This design comes from an exercise in tuning for small area and a short achievable clock period on the open sky130 flow, not from production work. The RTL was checked by simulation tests, not by an equivalence proof against the original design.

== P ==
// conv1d
module conv1d (
    input clk,
    input rst_n,
    input w_valid,
    input [47:0] w_in,
    input [15:0] x,
    input [15:0] b,
    output [31:0] y
);
==> flow/config.mk <==
export PLATFORM = sky130hd
export DESIGN_NAME = conv1d
export DESIGN_NICKNAME = conv1d
export VERILOG_FILES = /design/flow/design.v
export SDC_FILE = /design/flow/constraint.sdc
export NUM_CORES = 4
export LEC_CHECK = 0
export CAP_MARGIN = 75
export CORE_MARGIN = 2
export CORE_UTILIZATION = 65
export CTS_CLUSTER_DIAMETER = 60
export CTS_CLUSTER_SIZE = 30
export PLACE_DENSITY = 0.75
export SETUP_SLACK_MARGIN = 5
export SLEW_MARGIN = 75
export SYNTH_HIERARCHICAL = 1
export SYNTH_MINIMUM_KEEP_SIZE = 0
==> flow/constraint.sdc <==
create_clock -name core_clock -period 10.0 [get_ports {clk}]
set_input_delay 2.0000 -clock core_clock [delete_from_list [all_inputs] [get_ports {clk}]]
set_output_delay 2.0000 -clock core_clock [all_outputs]
set_load 0.01 [all_outputs]
standard.sh (not shown) runs the stock make flow with config.mk's settings and CLKGATE_MAP_FILE= SYNTH_SCRIPT=/design/flow/synth_recipe.tcl, a recipe that flattens the netlist after the stock synthesis.
==> flow/flow/run.sh <==
#!/bin/bash
# The standard layout (the standard.sh, unchanged), with plain buf_1
# cells as the port buffers instead of the delay buffers that ORFS's
# buffer_ports picks by default.  standard.sh's full output goes to
# standard.log; ORFS writes each step's log under orfs/logs/.
export BUFFER_PORTS_ARGS="-buffer_cell sky130_fd_sc_hd__buf_1"
bash standard.sh > standard.log 2>&1
### P -> Q
Settings: removing CTS_CLUSTER_SIZE (formerly 30); removing CTS_CLUSTER_DIAMETER (formerly 60).
Findings:
- Q vs. P: utilization after layout higher; final worst slack lower; number of cell instances on the worst register-to-register path roughly the same; final cell count higher.

========
conv1d, a different RTL version from the one above (not shown whole).
For scale: ~2,600 cells after synthesis, about 430 flip-flops, about 120 I/O pins, roughly 32,000 sq um of cells after synthesis.
==> flow/config.mk <==
export PLATFORM = sky130hd
export DESIGN_NAME = conv1d
export DESIGN_NICKNAME = conv1d
export VERILOG_FILES = /design/flow/design.v
export SDC_FILE = /design/flow/constraint.sdc
export NUM_CORES = 4
export LEC_CHECK = 0
export CAP_MARGIN = 20
export CORE_MARGIN = 2
export CORE_UTILIZATION = 65
export PLACE_DENSITY = 0.75
export SETUP_SLACK_MARGIN = 5
export SLEW_MARGIN = 20
export SYNTH_HIERARCHICAL = 1
export SYNTH_MINIMUM_KEEP_SIZE = 0
==> flow/constraint.sdc <==
create_clock -name core_clock -period 10.0 [get_ports {clk}]
set_input_delay 2.0000 -clock core_clock [delete_from_list [all_inputs] [get_ports {clk}]]
set_output_delay 2.0000 -clock core_clock [all_outputs]
set_load 0.01 [all_outputs]
run.sh (not shown) runs the stock make flow with config.mk's settings and CLKGATE_MAP_FILE= SYNTH_SCRIPT=/design/flow/synth_recipe.tcl, a recipe that flattens the netlist after the stock synthesis.
Stock flow here: none of the scripts above is used.
Next try:
==> flow/flow/run.sh (new file) <==
#!/bin/bash
# The standard layout (the standard.sh, unchanged), with plain buf_1
# cells as the port buffers instead of the delay buffers that ORFS's
# buffer_ports picks by default.  standard.sh's full output goes to
# standard.log; ORFS writes each step's log under orfs/logs/.
export BUFFER_PORTS_ARGS="-buffer_cell sky130_fd_sc_hd__buf_1"
bash standard.sh > standard.log 2>&1
==> flow/standard.sh (new file) <==
#!/bin/bash
# synth_recipe.tcl (not shown) runs the flow's synth.tcl, then flattens the netlist and writes it again
# the make line also repeats each setting of config.mk as NAME=value (left out here)
make -C /OpenROAD-flow-scripts/flow DESIGN_CONFIG=/design/flow/config.mk WORK_HOME=/design/flow/orfs CLKGATE_MAP_FILE= SYNTH_SCRIPT=/design/flow/synth_recipe.tcl "${@:-finish}"
Settings changed: CAP_MARGIN 20 to 70, SLEW_MARGIN 20 to 70.
removed: flow/run.sh
Result:
- final cell count rose by 0.64%
- core utilization rose by 0.58 points
- sequential share of layout area hardly moves
- critical path depth is unchanged
- setup slack gains 0.31 ns
Next try:
==> flow/run.sh (new file) <==
#!/bin/bash
# synth_recipe.tcl (not shown) runs the flow's synth.tcl, then flattens the netlist and writes it again
# the make line also repeats each setting of config.mk as NAME=value (left out here)
make -C /OpenROAD-flow-scripts/flow DESIGN_CONFIG=/design/flow/config.mk WORK_HOME=/design/flow/orfs CLKGATE_MAP_FILE= SYNTH_SCRIPT=/design/flow/synth_recipe.tcl finish
Settings changed: CAP_MARGIN 70 to 90, SLEW_MARGIN 70 to 90.
removed: flow/flow/run.sh
removed: flow/standard.sh
Outcome:
- The changed run stopped in 3_5_place_dp (DPL-0038)
- synthesized area is unchanged
- synthesized cell count stays the same

========
Setup of run 1:
conv1d, a different RTL version from the one above (not shown whole).
Size: roughly 420 flip-flops.
clock: 10.0 ns
lec_check: 0
cap_margin: 70
core_margin: 2
core_utilization: 72
cts_buf_list: sky130_fd_sc_hd__clkbuf_4 sky130_fd_sc_hd__clkbuf_8
place_density: 0.8
setup_slack_margin: 5
slew_margin: 70
synth_hierarchical: 1
synth_minimum_keep_size: 0
standard.sh (not shown) runs the stock make flow with config.mk's settings and CLKGATE_MAP_FILE= SYNTH_SCRIPT=/design/flow/synth_recipe.tcl, a recipe that flattens the netlist after the stock synthesis.
==> flow/flow/run.sh <==
#!/bin/bash
# The standard layout (the standard.sh, unchanged), with plain buf_1
# cells as the port buffers instead of the delay buffers that ORFS's
# buffer_ports picks by default.  standard.sh's full output goes to
# standard.log; ORFS writes each step's log under orfs/logs/.
export BUFFER_PORTS_ARGS="-buffer_cell sky130_fd_sc_hd__buf_1"
bash standard.sh > standard.log 2>&1
Here is what was changed in the inputs of run 2 compared with run 1.
Settings: a change of PLACE_DENSITY from 0.8 to 0.75; a change of CORE_UTILIZATION from 72 to 65; a deleted CTS_BUF_LIST that had been sky130_fd_sc_hd__clkbuf_4 sky130_fd_sc_hd__clkbuf_8.
Results
Run 2 can be clocked faster than run 1. Summary of run 2 over run 1: number of clock buffers in the layout saw a decrease; critical path depth saw little to no change; shortest period the worst path allows saw a decrease; fill cell total of the finished layout saw an increase; first-pass iteration count of the detailed router saw a decrease. Delta (run 2 minus run 1): part of the cycle the worst path needs decreased 0.27 points; count of placed standard cells including taps saw an increase.

========
conv1d, a different RTL version from the one above (not shown whole).
Size in the first run: roughly 470 flip-flops, roughly 120 I/O pins, roughly 30000 sq um of cells after synthesis.
clock: 10.0 ns
lec_check: 0
cap_margin: 80
core_margin: 2
core_utilization: 65
cts_cluster_diameter: 100
cts_cluster_size: 30
place_density: 0.75
setup_slack_margin: 5
slew_margin: 80
synth_hierarchical: 1
synth_minimum_keep_size: 0
Scripts as last shown in full above: flow/flow/run.sh
The first run completed without violations.
Rerun with:
- CAP_MARGIN: 80 -> 75
- SLEW_MARGIN: 80 -> 75
Effect: Routed wire length shrinks by 3.5%. Fmax grows by 4.9%. Hold slack barely changes. Setup slack gains 0.19 ns. Area after synthesis stays the same. Global-route usage came out lower by 0.98 points.
Rerun with:
- CAP_MARGIN: 75 -> 60
Core utilization stays flat.
Cell area stays flat.
Clock-buffer cell count drops by 1.
Die area stays the same.
Wire length climbs by 0.39%.
First-iteration DRC count drops by 3.7%.

========
conv1d again, from the RTL that the note above started with.
export LEC_CHECK = 0
export CAP_MARGIN = 85
export CORE_MARGIN = 2
export CORE_UTILIZATION = 65
export CTS_CLUSTER_DIAMETER = 100
export CTS_CLUSTER_SIZE = 30
export PLACE_DENSITY = 0.75
export SETUP_SLACK_MARGIN = 5
export SLEW_MARGIN = 85
export SYNTH_HIERARCHICAL = 1
export SYNTH_MINIMUM_KEEP_SIZE = 0
create_clock -name core_clock -period 10.0 [get_ports {clk}]
Scripts as last shown in full above: flow/flow/run.sh
Change:
--- a/flow/config.mk
+++ b/flow/config.mk
@@ -7,6 +7,6 @@
 export LEC_CHECK = 0
-export CAP_MARGIN = 85
+export CAP_MARGIN = 75
 export CORE_MARGIN = 2
 export CORE_UTILIZATION = 65
-export CTS_CLUSTER_DIAMETER = 100
+export CTS_CLUSTER_DIAMETER = 80
 export CTS_CLUSTER_SIZE = 30
@@ -14,3 +14,3 @@
 export SETUP_SLACK_MARGIN = 5
-export SLEW_MARGIN = 85
+export SLEW_MARGIN = 75
 export SYNTH_HIERARCHICAL = 1
Routed wire length goes down by roughly a tenth.
Final area decreases by roughly a tenth.
Fmax climbs by about a fifth.
Cell count decreases by a few percent.
Area after synthesis does not change.
Global-route usage is lower by 1.7 points.
Change:
--- a/flow/config.mk
+++ b/flow/config.mk
@@ -9,6 +9,6 @@
 export CORE_MARGIN = 2
-export CORE_UTILIZATION = 65
-export CTS_CLUSTER_DIAMETER = 80
+export CORE_UTILIZATION = 60
+export CTS_CLUSTER_DIAMETER = 100
 export CTS_CLUSTER_SIZE = 30
-export PLACE_DENSITY = 0.75
+export PLACE_DENSITY = 0.7
 export SETUP_SLACK_MARGIN = 5
Count of clock-buffer cells in the layout went up by 1.
Utilization falls by 5.6 points.
Design area falls by 0.60%.
Global-route usage shrinks by 1.8 points.
Change:
--- a/flow/config.mk
+++ b/flow/config.mk
@@ -9,6 +9,6 @@
 export CORE_MARGIN = 2
-export CORE_UTILIZATION = 60
+export CORE_UTILIZATION = 70
 export CTS_CLUSTER_DIAMETER = 100
 export CTS_CLUSTER_SIZE = 30
-export PLACE_DENSITY = 0.7
+export PLACE_DENSITY = 0.8
 export SETUP_SLACK_MARGIN = 5
What happened: Count of clock-buffer cells in the layout does not change. Die area falls by about 14%. Final cell count came out lower by 3.0%. Flip-flop and latch count stays the same. Maximum frequency is higher by about 0.5%. Synthesized cell count does not change. Sequential share of layout area is higher by 0.17 points. Critical path depth went down by 3.

-- separate check: timing with driven ports --
How much do the figures lean on ideal ports? The routed layouts below were timed once more, with nothing changed but the port constraints.
Step 1 (the two cells are an assumption about what drives the block):
set clk [get_ports {clk}]
set_driving_cell -lib_cell sky130_fd_sc_hd__clkbuf_16 $clk
set_driving_cell -lib_cell sky130_fd_sc_hd__buf_2 [delete_from_list [all_inputs] $clk]
Step 2 times the ports against the registers' clock, not the clock port: input delays grow and output delays shrink by t, the midpoint of the rising clock arrivals with the driver on.
a / b / c = ideal / step 1 / step 2; a / b = the first two.
run | shift t [ns] | setup slack, ns | latest minus earliest clock arrival (ns) | worst slew at a driven data input, ns
P | 0.639 | 6.154 / 6.170 / 5.531 | 0.035 / 0.035 | 0.07
Q | 0.639 | 6.136 / 6.154 / 5.515 | 0.024 / 0.024 | 0.08
the first run of note 2 | 0.651 | 5.504 / 5.504 / 5.031 | 0.029 / 0.030 | 0.06
the second run of note 2 | 0.657 | 5.819 / 5.819 / 5.819 | 0.028 / 0.028 | 0.06
run 1 | 0.716 | 5.792 / 5.792 / 5.334 | 0.026 / 0.026 | 0.10
run 2 | 0.647 | 5.819 / 5.819 / 5.348 | 0.035 / 0.035 | 0.08
the first run of note 4 | 0.611 | 6.019 / 6.053 / 5.442 | 0.023 / 0.023 | 0.08
the second run of note 4 | 0.601 | 6.204 / 6.221 / 5.639 | 0.019 / 0.019 | 0.08
the third run of note 4 | 0.605 | 6.176 / 6.198 / 5.609 | 0.022 / 0.023 | 0.08
the first run of note 5 | 0.615 | 5.631 / 5.664 / 5.049 | 0.034 / 0.034 | 0.08
the second run of note 5 | 0.647 | 6.229 / 6.229 / 5.630 | 0.036 / 0.035 | 0.08
the third run of note 5 | 0.631 | 6.171 / 6.171 / 5.631 | 0.053 / 0.053 | 0.06
the fourth run of note 5 | 0.607 | 6.190 / 6.227 / 5.621 | 0.028 / 0.027 | 0.06
After both steps setup and hold are still met in every run listed. For P, which loses most, drivers alone change the setup slack by +0.016 ns; drivers and shift together by -0.623 ns.
